What follows belongs to an exercise in optimizing a design on an open flow for small area, a short achievable clock period and few clock cycles per item; a production flow would make more cautious choices.
Only simulation tests tie the RTL to the original design; equivalence was not proved.
No activity file was given, so power comes from the tool's default toggle rates.

**design.v**
```verilog
module learnCosts(clock, nrst, en, fsourceID, fbatteryStat, fValue, fclusterID, initial_epsilon, address, wr_en, data_in, data_out, done);
	input clock, nrst, en;
	input [16-1:0] fsourceID, fbatteryStat, fValue, fclusterID, data_in, initial_epsilon;
	output done, wr_en;
	output [10:0] address;
	output [16-1: 0] data_out;
	reg [10:0] address_count;
	reg [16-1:0] data_out_buf, neighborCount, neighborCount_buf, knownSinkCount, cur_nID, cur_knownSink, cur_qValue, sinkID_address_buf;
	reg done_buf, found, reinit, wr_en_buf;
	reg [16-1:0] n, k;
	reg [4:0] state;
	always @ (posedge clock) begin
		if (!nrst) begin
			done_buf <= 0;
			state <= 22;	 
			address_count <= 0;
			wr_en_buf <= 0;
			found <= 0;
			reinit <= 0;
			n = 0;
			k = 0;
		end
		else begin
			case (state)
				0: begin
					state <= 1;
					address_count <= 11'h68A;  
				end
				1: begin
					neighborCount <= data_in;
					state <= 2;
					address_count <= 11'h688;  
				end
				2: begin
					knownSinkCount <= data_in;
					state <= 3;
				end
				3: begin
					if (n == neighborCount)
						state <= 12;
					else begin
						address_count <= 11'h48 + n*2;  
						state <= 4;
					end
				end
				4: begin
					cur_nID = data_in;	 
					if (cur_nID == fsourceID) begin
						found <= 1;
						state <= 5;
						sinkID_address_buf <= 16'h248 + 16*n;
					end
					else begin
						n = n + 1;
						state <= 3;
					end
				end
				5: begin
					if (k == knownSinkCount) begin
						data_out_buf = k;
						address_count <= 11'h68E + 2*n;  
						wr_en_buf <= 1;
						state <= 8;
					end
					else begin
						address_count <= 11'h8 + k*2;  
						state <= 6;
					end
				end
				6: begin
					cur_knownSink = data_in;  
					data_out_buf = cur_knownSink;
					address_count <= sinkID_address_buf + k*2;	 
					wr_en_buf <= 1;
					state <= 7;
				end
				7: begin
					wr_en_buf <= 0;
					k = k + 1;
					state <= 5;
				end
				8: begin
					data_out_buf = fbatteryStat;
					address_count <= 11'h148 + n*2;  
					wr_en_buf <= 1;
					state <= 9;
				end
				9: begin
					wr_en_buf <= 0;
					address_count <= 11'h1C8 + n*2;  
					state <= 10;
				end
				10: begin
					cur_qValue = data_in;
					data_out_buf = cur_qValue;
					wr_en_buf <= 1;
					if (cur_qValue < fValue)
						reinit <= 1;
					else
						reinit <= 0;
					state <= 11;
				end
				11: begin
					if (found) begin
						if (reinit) begin
							data_out_buf = initial_epsilon;
							address_count <= 11'h4;	 
							wr_en_buf <= 1;
							state <= 20;
						end
						else begin
							wr_en_buf <= 0;
							state <= 21;  
						end
					end
					else begin
						wr_en_buf <= 0;
						state <= 21;	 
					end
				end
				12: begin
					address_count <= 11'h48 + neighborCount*2;  
					data_out_buf = fsourceID;
					wr_en_buf <= 1;
					state <= 13;
				end
				13: begin
					address_count <= 11'h148 + neighborCount*2;  
					data_out_buf = fbatteryStat;
					wr_en_buf <= 1;
					state <= 14;	
				end
				14: begin
					address_count <= 11'h1C8 + neighborCount*2;  
					data_out_buf = fValue;
					wr_en_buf <= 1;
					state <= 15;
				end
				15: begin
					address_count <= 11'hC8 + neighborCount*2;
					data_out_buf = fclusterID;
					wr_en_buf <= 1;
					k = 0;
					sinkID_address_buf <= 16'h248 + 16*neighborCount;
					state <= 16; 
				end
				16: begin
					if (k == knownSinkCount) begin
						state <= 19;
						address_count <= 11'h68E + 2*neighborCount;  
						data_out_buf = k;
						wr_en_buf <= 1;
					end
					else begin
						address_count <= 11'h8 + k*2;  
						wr_en_buf <= 0;
						state <= 17;
					end
				end
				17: begin
					cur_knownSink = data_in;
					data_out_buf = cur_knownSink;
					address_count <= sinkID_address_buf + 2*k;  
					wr_en_buf <= 1;
					state <= 18;
				end
				18: begin
					wr_en_buf <= 0;
					k = k + 1;
					state <= 16;
				end
				19: begin
					data_out_buf = neighborCount + 1;
					address_count <= 11'h68A;	 
					wr_en_buf <= 1;
					state <= 20;
				end
				20: begin
					wr_en_buf <= 0;
					state <= 21;
				end
				21: begin
					done_buf <= 1;
					state <= 22;
				end
				22: begin	 
					if (en) begin
						state <= 0;
						done_buf <= 0;
						wr_en_buf <= 0;
						found <= 0;
						reinit <= 0;
						n = 0;
						k = 0;
					end
					else
						state <= 22;
				end
				default: 
					state <= 22;
			endcase
		end
	end
	assign done = done_buf;
	assign address = address_count;
	assign data_out = data_out_buf;
	assign wr_en = wr_en_buf;
endmodule
```
**run.sh**
```bash
#!/bin/bash
# synth_recipe.tcl (not shown) runs the flow's synth.tcl, then flattens the netlist and writes it again
# the make line also repeats each setting of config.mk as NAME=value (left out here)
make -C /OpenROAD-flow-scripts/flow DESIGN_CONFIG=/design/flow/config.mk WORK_HOME=/design/flow/orfs CLKGATE_MAP_FILE= SYNTH_SCRIPT=/design/flow/synth_recipe.tcl finish
```
**config.mk**
```make
export PLATFORM = sky130hd
export DESIGN_NAME = learnCosts
export DESIGN_NICKNAME = learnCosts
export VERILOG_FILES = /design/flow/design.v
export SDC_FILE = /design/flow/constraint.sdc
export NUM_CORES = 4
export LEC_CHECK = 0
export CAP_MARGIN = 20
export CORE_MARGIN = 2
export CORE_UTILIZATION = 40
export PLACE_DENSITY = 0.6
export SLEW_MARGIN = 20
```
**constraint.sdc**
```tcl
create_clock -name core_clock -period 10.0 [get_ports {clock}]
set_input_delay 2.0000 -clock core_clock [delete_from_list [all_inputs] [get_ports {clock}]]
set_output_delay 2.0000 -clock core_clock [all_outputs]
set_load 0.01 [all_outputs]
```
==> results.py <==
metrics = {
    "placement": {
        "hpwlAfterDp_mm": 22.1,
        "gp_congestion": 1.01,
        "portBuffers": 126,
    },
    "clock_tree": {
        "post-cts-setup-buffers": 0,
        "cts_hold_buf": 0,
        "htreeDepth": 3,
        "post_cts_resized": 0,
        "cts_tree": "built",
        "root_buffer": "clkbuf_16",
        "cts.sinks": 106,
        "cts_made_buffers": 9,
        "clock_latency_ps": 370,
        "clock_path_buffers": 2,
        "path_clk_slew_ps": 80,
    },
    "timing": {
        "setup_viol": 0,
        "final_hold_viol_count": 0,
        "final.setup.tns_ps": 0,
        "rsz0062_at_grt": "no",
        "max_slew.worst_pin.slew_ps": 958,
        "relSlewSlack_pct": 36.1,
        "fin_crit_ps": 4440,
        "period_share_pct": 44.4,
        "slew_violations": 0,
        "hold_slack_ps": 476,
        "finClkSkew_ps": 14.5,
        "clock.fmax_mhz": 225,
    },
    "die": {
        "die_h_um": 145,
        "start_util_pct": 40.7,
        "die_width_um": 145,
        "coreArea_mm2": 0.0195,
        "die_area_mm2": 0.0210,
        "io_pins": 128,
        "num_rows": 51,
    },
    "min_path": {
        "hold_depth": 1,
        "hold_path.class": "reg -> reg",
    },
    "setup_path": {
        "critPathMaxFanout": 14,
        "r2r_cells": 5,
        "worstSetupPathType": "in -> reg",
        "crit_path_end_kind": "flip-flop",
        "cp_data_required_time_ps": 10240,
        "critPathLaunchType": "input pin",
        "arrival_ps": 4670,
    },
    "power_and_ir_drop": {
        "p_leak_uw": 0.00342,
        "max-vdd-ir-drop_mv": 0.0787,
        "power_density_mw_per_mm2": 165,
    },
    "layout": {
        "multi_input_area_mm2": 0.00478,
        "drive_above_1_share_pct": 5.99,
        "seq_area_mm2": 0.00267,
        "n_antenna_cell": 0,
        "num-fill-cells": 1842,
        "syn_to_final_growth_pct": 20.9,
        "nets": 1116,
    },
    "routing": {
        "dr.pass1.iters": 6,
        "ant_nets": 0,
        "vias_per_cell": 5.87,
        "drc": 0,
        "route.vias.total": 7337,
        "drt_wl_total_mm": 28.4,
        "routedWlPerCell_um": 22.7,
        "drt_iter0_markers": 976,
    },
    "synth": {
        "yosysMostFrequentCell": "nand2_1",
        "yosys_warnings": 1,
        "synthMuxAreaShare_pct": 1.40,
        "netlist_area_mm2": 0.00793,
        "synth_fa_ha_area_share_pct": 5.93,
        "synth_edf_count": 55,
        "ys_seq_elements": 106,
        "ys_types": 81,
        "yosys-top-cells-count": "nand2_1, xnor2_1, edfxtp_1",
        "synth_area_leaders": "edfxtp_1, dfxtp_1, xnor2_1, xor2_1, ha_1",
        "ys.flop_type": "edfxtp_1",
        "synth_largest_area_cell": "edfxtp_1",
        "synthCells": 896,
        "synth_xor_area_share_pct": 14.3,
        "synthArstFlopShare_pct": 0,
        "synth_top_family_by_area": "compound AO/OA/AOI/OAI gates",
        "synth_compound_area_share_pct": 19.6,
        "synthSimpleGateAreaFrac_pct": 18.8,
        "netlist.area_leader.share_pct": 20.8,
        "syn-num-nets": 1032,
        "syn_area_per_cell_um2": 8.85,
        "yosysSeqAreaShare_pct": 33.7,
    },
    "global_route": {
        "grt_pass1_vias": 6858,
        "grt_usage_pct": 27.3,
        "globalRouteOverflowTotal": 0,
        "antenna_found_initial": 0,
        "grt_pass1_wl_mm": 42.1,
        "grt_start_max_net_pins": 30,
    },
    "job": {
        "drv_cap": 0,
    },
    "status": {
        "status": "no timing/DRC/antenna violations",
    },
}
## area by class of cell
cell class | count | area share (%)
clock buffers | 9 | 2.35
clock inverters | 7 | 0.927
inverters | 34 | 1.33
multi-input cells | 690 | 49.9
flip-flops and latches | 106 | 27.9
well taps | 265 | 3.46
repair buffers | 139 | 14.2
## final timing paths
kind,from,endpoint,slack [ps]
worst max-delay path,data_in[4],n[5],5560
worst min-delay path,address_count[8],address_count[8],480
worst max register to register,state[3],sinkID_address_buf[6],6440
worst min register to register,address_count[8],address_count[8],480
## flip-flops by register name, summed over array words and instances (netlist names)
name	count
address_count	10
data_out_buf	16
done_buf	1
found	1
k	16
knownSinkCount	16
n	16
neighborCount	16
reinit	1
sinkID_address_buf	7
state	5
wr_en_buf	1
## layer usage
| metal | vias to the layer above | wire length [um] | global-route usage (%) |
|---|---|---|---|
| li1 | 3413 | - | - |
| met1 | 3571 | 12400 | 38.6 |
| met2 | 309 | 13100 | 42.4 |
| met3 | 44 | 2130 | 5.07 |
| met4 | 0 | 725 | 7.97 |
| met5 | - | 0 | 0 |
## logic make-up after synthesis
| logic type | count (synthesis) |
|---|---|
| other cells | 1 |
| mux | 11 |
| xor+xnor | 128 |
| simple gates | 285 |
| flops | 106 |
| compound gates | 228 |
| buf+inv | 100 |
| fa+ha+maj | 37 |
## critical path, cell delays in order
cell	delay [ps]
clkdlybuf4s50_1	560
xor2_1	220
nor4_1	450
nand4_1	370
a21boi_2	660
nor3_1	160
xnor2_1	180
nor2_1	50
## cells in the final DEF, fill, tap and decap left out, drive strengths merged, types with 19 or more instances in the layout
cell           count
nor2              56
inv               38
nand3             28
nor3              24
nand2             82
dfxtp             51
edfxtp            55
ha                36
xnor2             74
nor2b             19
xor2              54
clkdlybuf4s50    126
o21ai             49
a21oi             46
a22oi             40
nand4             21
## power breakdown
part | switching (uW) | internal, uW
Sequential | 36.5 | 521
Combinational | 404 | 251
Clock | 192 | 181
Total | 632 | 952
## per-stage QoR
stage	cell area (um^2)	setup WS (ps)	instances	utilization, %	total power [uW]
2_1_floorplan	7930	6150	896	-	951
3_3_place_gp	9260	5340	1233	47.6	1210
3_5_place_dp	9260	5290	1233	47.6	1210
4_1_cts	9570	5670	1249	49.2	1590
5_1_grt	9580	5360	1250	49.2	1670
6_report	9580	5560	1250	49.2	1580
Testbench counts, summed over its fixed seeds: cycles 71,475, items 1,600.

-- static timing again, ports no longer ideal --
No port has a modelled driver above. Below, the same layout with a new extraction and two added sets of constraints.
Step 1, drivers: a clkbuf_16 drives clock and a buf_2 each remaining input, both assumed.
Step 2 moves the port delays by t, midway between the first and last clock arrival at a register: inputs arrive t later, outputs are due t later. That takes back most of the time a late clock gives input paths.
a / b / c = ideal ports / drivers / drivers and shift; a / b = the first two.
shift t [ns]: 0.412
setup WS [ns]: 5.563 / 5.578 / 5.165
clock arrival spread, ns: 0.015 / 0.015
worst slew at a driven data input, ns: 0.07
After both steps setup and hold are still met in this run. The setup slack of this run moves by +0.015 ns with the drivers and by -0.398 ns with both steps.
